This design comes from an exercise in tuning for small area on the open sky130 flow, not from production work.

Setup of v16:
## fir
module fir(
    input clk,
    input rst,
    input signed [15:0] x_in,
    output reg signed [31:0] y_out
);
    reg [15:0] r0;
    reg [15:0] r1;
    reg [15:0] r2;
    reg [15:0] r3;
    reg [15:0] r4;
    reg [15:0] r5;
    reg [15:0] r6;
    reg [15:0] r7;
    reg [15:0] r8;
    reg [15:0] r9;
    reg [15:0] r10;
    reg [15:0] r11;
    reg [15:0] r12;
    reg [15:0] r13;
    reg [15:0] r14;
    reg [15:0] r15;
    wire n1, n2;
    ha un1 (.a(r1[0]), .b(r15[0]), .s(n1), .co(n2));
    wire n3, n4;
    fa un3 (.a(r1[1]), .b(r15[1]), .c(n2), .s(n3), .co(n4));
    wire n5, n6;
    ha un5 (.a(r1[2]), .b(r15[2]), .s(n5), .co(n6));
    wire n7, n8;
    fa un7 (.a(r1[3]), .b(r15[3]), .c(n6), .s(n7), .co(n8));
    wire n9, n10;
    fa un9 (.a(r1[4]), .b(r15[4]), .c(n8), .s(n9), .co(n10));
    wire n11, n12;
    fa un11 (.a(r1[5]), .b(r15[5]), .c(n10), .s(n11), .co(n12));
    wire n13, n14;
    fa un13 (.a(r1[6]), .b(r15[6]), .c(n12), .s(n13), .co(n14));
    wire n15, n16;
    fa un15 (.a(r1[7]), .b(r15[7]), .c(n14), .s(n15), .co(n16));
    wire n17, n18;
    fa un17 (.a(r1[8]), .b(r15[8]), .c(n16), .s(n17), .co(n18));
    wire n19, n20;
    fa un19 (.a(r1[9]), .b(r15[9]), .c(n18), .s(n19), .co(n20));
    wire n21, n22;
    fa un21 (.a(r1[10]), .b(r15[10]), .c(n20), .s(n21), .co(n22));
    wire n23, n24;
  ...
For scale: roughly 1,100 cells after synthesis, ~50 I/O pins, roughly 0.020 mm2 of cells after synthesis.
clock: 12.0 ns
lec_check: 0
cap_margin: 20
core_margin: 2
core_utilization: 60
cts_buf_list: sky130_fd_sc_hd__clkbuf_8
cts_cluster_diameter: 80
cts_cluster_size: 20
place_density: 0.75
slew_margin: 20
synth_hierarchical: 1
synth_minimum_keep_size: 0
run.sh (not shown) runs the stock make flow with config.mk's settings and CLKGATE_MAP_FILE= SYNTH_SCRIPT=/design/flow/synth_recipe.tcl, a recipe that flattens the netlist after the stock synthesis.
v16 was carried through to the last stage, and its layout satisfied the timing, DRC and antenna checks.
[inputs] v1 vs v16
--- a/flow/config.mk
+++ b/flow/config.mk
@@ -12,2 +12,2 @@
-export CTS_CLUSTER_DIAMETER = 80
-export CTS_CLUSTER_SIZE = 20
+export CTS_CLUSTER_DIAMETER = 60
+export CTS_CLUSTER_SIZE = 16
Findings:
Reported for v1 and v16, sequential cell count turned out identical to the last digit.
Per the comparison of v1 with v16, via count went up 40; count of clock-buffer cells in the layout grew by 6.
Going from v16 to v1, final design instance area without fill grows by 170 um2.
Cmp v1 and v16 / area growth from synthesis to final layout / lower: v16
Input-level comparison between v30 and v1:
==> flow/flow/run.sh (new file) <==
#!/bin/bash
# Own flow: the standard layout, except that the port buffers that
# global placement inserts are the smallest buffer cell (buf_1) instead of
# the default choice.  Everything else (synthesis, floorplan, power grid,
# CTS, routing) is the standard flow run through standard.sh.
set -euo pipefail
export BUFFER_PORTS_ARGS="-buffer_cell sky130_fd_sc_hd__buf_1"
bash standard.sh > standard.log 2>&1
==> flow/standard.sh (new file) <==
#!/bin/bash
# synth_recipe.tcl (not shown) runs the flow's synth.tcl, then flattens the netlist and writes it again
# the make line also repeats each setting of config.mk as NAME=value (left out here)
make -C /OpenROAD-flow-scripts/flow DESIGN_CONFIG=/design/flow/config.mk WORK_HOME=/design/flow/orfs CLKGATE_MAP_FILE= SYNTH_SCRIPT=/design/flow/synth_recipe.tcl "${@:-finish}"
--- a/flow/config.mk
+++ b/flow/config.mk
@@ -12,2 +12,2 @@
-export CTS_CLUSTER_DIAMETER = 60
-export CTS_CLUSTER_SIZE = 16
+export CTS_CLUSTER_DIAMETER = 70
+export CTS_CLUSTER_SIZE = 18
removed: flow/run.sh
==> comparison <==
v30 reached the end of the flow, and the finished layout is clean on the timing, DRC and antenna checks. Per the comparison of v30 with v1, post-route clock period utilization now sits higher; final cell count now sits at about the same level; met1 track utilization from global routing now sits lower; cell area now sits lower. The lower routed length on met2 of v30 and v1 is in v1. Delta(count of vias placed by the detailed router, v30 - v1) < 0. Summary of v30 over v1: proportion of final cell area spent on non-clock buffers decreased 1.4 points; setup slack now sits lower.
No run of this note included a check of the RTL's function; only the layout flow was run.

static timing again, ports no longer ideal:
No port has a modelled driver above. Below, the same layouts with a new extraction and two added sets of constraints. Step 1, drivers: a clkbuf_16 drives clk and a buf_2 each remaining input, both assumed. Step 2, shift: input delay + t, output delay - t, t = (earliest + latest rising clock arrival at the registers) / 2. This alone moves slack from input paths to output paths. Slacks: no drivers / after step 1 / after step 2; pairs: no drivers / after step 1.
run | t, ns | setup WS [ns] | worst hold slack (ns) | clock arrival spread, ns | slew at the worst register clock pin (ns)
v16 | 0.621 | 0.401 / 0.401 / 0.401 | 0.356 / 0.356 / 0.356 | 0.024 / 0.024 | 0.12 / 0.12
v1 | 0.652 | 0.415 / 0.415 / 0.415 | 0.350 / 0.350 / 0.350 | 0.032 / 0.032 | 0.10 / 0.10
v30 | 0.651 | 0.369 / 0.369 / 0.369 | 0.356 / 0.356 / 0.356 | 0.033 / 0.033 | 0.11 / 0.11
After both steps setup and hold are still met in every run listed.
